From an optimization exercise on the open Yosys and OpenROAD flow, aimed at small area; shortcuts taken in it are not production practice.

Setup of job 101:
## cordic
module cordic(angle, out1, clk);
  input signed [31:0] angle;
  input clk;
  output [15:0] out1;
  wire [15:0] a_hi = angle[31:16];
  wire [14:0] u_c = (a_hi[15] != a_hi[14]) ? {15{~a_hi[15]}} : {~a_hi[14], a_hi[13:0]};
  wire [15:0] x_1;
  wire signed [16:0] y_2;
  reg [15:0] x_1_t; reg signed [16:0] y_2_t;
  assign x_1 = x_1_t; assign y_2 = y_2_t;
  always @* case (u_c[14:9])
    6'd0: begin x_1_t = 16'd43266; y_2_t = -17'sd33652; end
    6'd1: begin x_1_t = 16'd42234; y_2_t = -17'sd32318; end
    6'd2: begin x_1_t = 16'd41245; y_2_t = -17'sd31012; end
    6'd3: begin x_1_t = 16'd40295; y_2_t = -17'sd29738; end
    6'd4: begin x_1_t = 16'd39382; y_2_t = -17'sd28487; end
    6'd5: begin x_1_t = 16'd38510; y_2_t = -17'sd27271; end
    6'd6: begin x_1_t = 16'd37677; y_2_t = -17'sd26079; end
    6'd7: begin x_1_t = 16'd36879; y_2_t = -17'sd24915; end
    6'd8: begin x_1_t = 16'd36093; y_2_t = -17'sd23733; end
    6'd9: begin x_1_t = 16'd35367; y_2_t = -17'sd22617; end
    6'd10: begin x_1_t = 16'd34678; y_2_t = -17'sd21521; end
    6'd11: begin x_1_t = 16'd34022; y_2_t = -17'sd20449; end
    6'd12: begin x_1_t = 16'd33397; y_2_t = -17'sd19390; end
    6'd13: begin x_1_t = 16'd32807; y_2_t = -17'sd18356; end
    6'd14: begin x_1_t = 16'd32250; y_2_t = -17'sd17338; end
    6'd15: begin x_1_t = 16'd31722; y_2_t = -17'sd16340; end
    6'd16: begin x_1_t = 16'd31086; y_2_t = -17'sd15065; end
    6'd17: begin x_1_t = 16'd30630; y_2_t = -17'sd14101; end
    6'd18: begin x_1_t = 16'd30205; y_2_t = -17'sd13149; end
    6'd19: begin x_1_t = 16'd29807; y_2_t = -17'sd12213; end
    6'd20: begin x_1_t = 16'd29440; y_2_t = -17'sd11282; end
    6'd21: begin x_1_t = 16'd29100; y_2_t = -17'sd10368; end
    6'd22: begin x_1_t = 16'd28791; y_2_t = -17'sd9462; end
    6'd23: begin x_1_t = 16'd28509; y_2_t = -17'sd8568; end
    6'd24: begin x_1_t = 16'd28247; y_2_t = -17'sd7648; end
  ...
Settings: LEC_CHECK=0, CAP_MARGIN=20, CORE_MARGIN=2, CORE_UTILIZATION=40, CTS_BUF_LIST=sky130_fd_sc_hd__clkbuf_16, CTS_CLUSTER_DIAMETER=100, CTS_CLUSTER_SIZE=30, SLEW_MARGIN=20; clock period 5.5 ns.
run.sh (not shown) runs the stock make flow with config.mk's settings and CLKGATE_MAP_FILE= SYNTH_SCRIPT=/design/flow/synth_recipe.tcl, a recipe that flattens the netlist after the stock synthesis.
Relative to job 101, the following input files were edited for job 102:
--- a/flow/design.v
+++ b/flow/design.v
@@ -136,34 +136,34 @@
   wire [15:0] xf_29 = {~x_20[14], x_20};
   wire [16:0] yf_30 = {~sg_r1, y_21};
   wire [14:0] x_31;
   wire [15:0] y_32;
   wire [14:0] xm_33;
   wire [15:0] ym_34;
   wire [0:0] cx_35;
   wire [0:0] cy_36;
-  cordic_part_x #(15, 7, 0, 5) a_xm_33 (.a(x_20), .b(y_21[15:9]), .ext(~sg_r1), .sub(~u_28[6]), .ci(~u_28[6]), .s(xm_33), .co(cx_35));
-  cordic_part_x #(16, 7, 0, 5) a_ym_34 (.a(y_21), .b(xf_29[15:9]), .ext(1'b0), .sub(~u_28[6]), .ci(~u_28[6]), .s(ym_34), .co(cy_36));
+  cordic_part_x #(15, 7, 0, 4) a_xm_33 (.a(x_20), .b(y_21[15:9]), .ext(~sg_r1), .sub(~u_28[6]), .ci(~u_28[6]), .s(xm_33), .co(cx_35));
+  cordic_part_x #(16, 7, 0, 4) a_ym_34 (.a(y_21), .b(xf_29[15:9]), .ext(1'b0), .sub(~u_28[6]), .ci(~u_28[6]), .s(ym_34), .co(cy_36));
   reg [6:0] u_r2;
   always @(posedge clk) u_r2 <= u_28;
   reg [14:0] x_r2;
   always @(posedge clk) x_r2 <= xm_33;
   reg [15:0] y_r2;
   always @(posedge clk) y_r2 <= ym_34;
   reg [0:0] sg_r2;
   always @(posedge clk) sg_r2 <= sg_r1;
   reg [0:0] cx_r2;
   always @(posedge clk) cx_r2 <= cx_35;
   reg [0:0] cy_r2;
   always @(posedge clk) cy_r2 <= cy_36;
   wire [15:0] xf_37 = {~x_r2[14], x_r2};
   wire [16:0] yf_38 = {~sg_r2, y_r2};
-  cordic_part_x #(15, 7, 5, 15) a_x_31 (.a(x_r2), .b(y_r2[15:9]), .ext(~sg_r2), .sub(~u_r2[6]), .ci(cx_r2), .s(x_31), .co());
-  cordic_part_x #(16, 7, 5, 16) a_y_32 (.a(y_r2), .b(xf_37[15:9]), .ext(1'b0), .sub(~u_r2[6]), .ci(cy_r2), .s(y_32), .co());
+  cordic_part_x #(15, 7, 4, 15) a_x_31 (.a(x_r2), .b(y_r2[15:9]), .ext(~sg_r2), .sub(~u_r2[6]), .ci(cx_r2), .s(x_31), .co());
+  cordic_part_x #(16, 7, 4, 16) a_y_32 (.a(y_r2), .b(xf_37[15:9]), .ext(1'b0), .sub(~u_r2[6]), .ci(cy_r2), .s(y_32), .co());
   wire [5:0] u_39 = u_r2[5:0];
   wire [15:0] xf_40 = {~x_31[14], x_31};
   wire [16:0] yf_41 = {~sg_r2, y_32};
   wire [14:0] x_42;
   wire [15:0] y_43;
   wire [14:0] xm_44;
   wire [15:0] ym_45;
   wire [0:0] cx_46;
--- outcome ---
Comparing job 102 and job 101, the higher count of clock-buffer cells in the layout is on job 101.
The flow completed for job 102, but it is not clean: the layout still shows setup timing.
Job 102 — sequential share of the synthesized area 0.22 points higher, job 101 as reference
Job 102: length of routed met2 wiring 7.8% below job 101
Per the comparison of job 102 with job 101, portion of the clock cycle consumed by the worst path in the final layout now larger, number of cells traversed by the worst register-to-register path now larger, synthesized instance count now smaller, final design area excluding fillers comparable.
The global-route usage was comparable across job 102 and job 101.
Per the comparison of job 102 with job 101, arrival time reported for the critical path endpoint went up; non-clock buffer count climbed about 13%; buffer and inverter count on the worst path grew by 2; area after synthesis has decreased; cell area reported after detailed placement closely matched the old numbers.
No functional check of the RTL was part of any run of this note.

[re-timing with driven ports]
The flow's constraints put no driver on any port. The routed layouts listed below were extracted and timed again, unchanged, in two steps.
Step 1 sets driving cells, clkbuf_16 on the clock port and buf_2 on the other inputs (assumed; they add their load-dependent delay and slew).
Step 2 moves the port delays by t, midway between the first and last clock arrival at a register: inputs arrive t later, outputs are due t later. That takes back most of the time a late clock gives input paths.
Three values: ideal ports, drivers, drivers and shift; two values: the first two.
| run | t, ns | setup slack, ns | worst slew at a driven data input, ns | pins driven straight from the clock port |
|---|---|---|---|---|
| job 101 | 0.696 | 0.090 / 0.090 / 0.090 | 0.04 | 1 |
| job 102 | 0.680 | -0.042 / -0.042 / -0.042 | 0.03 | 1 |
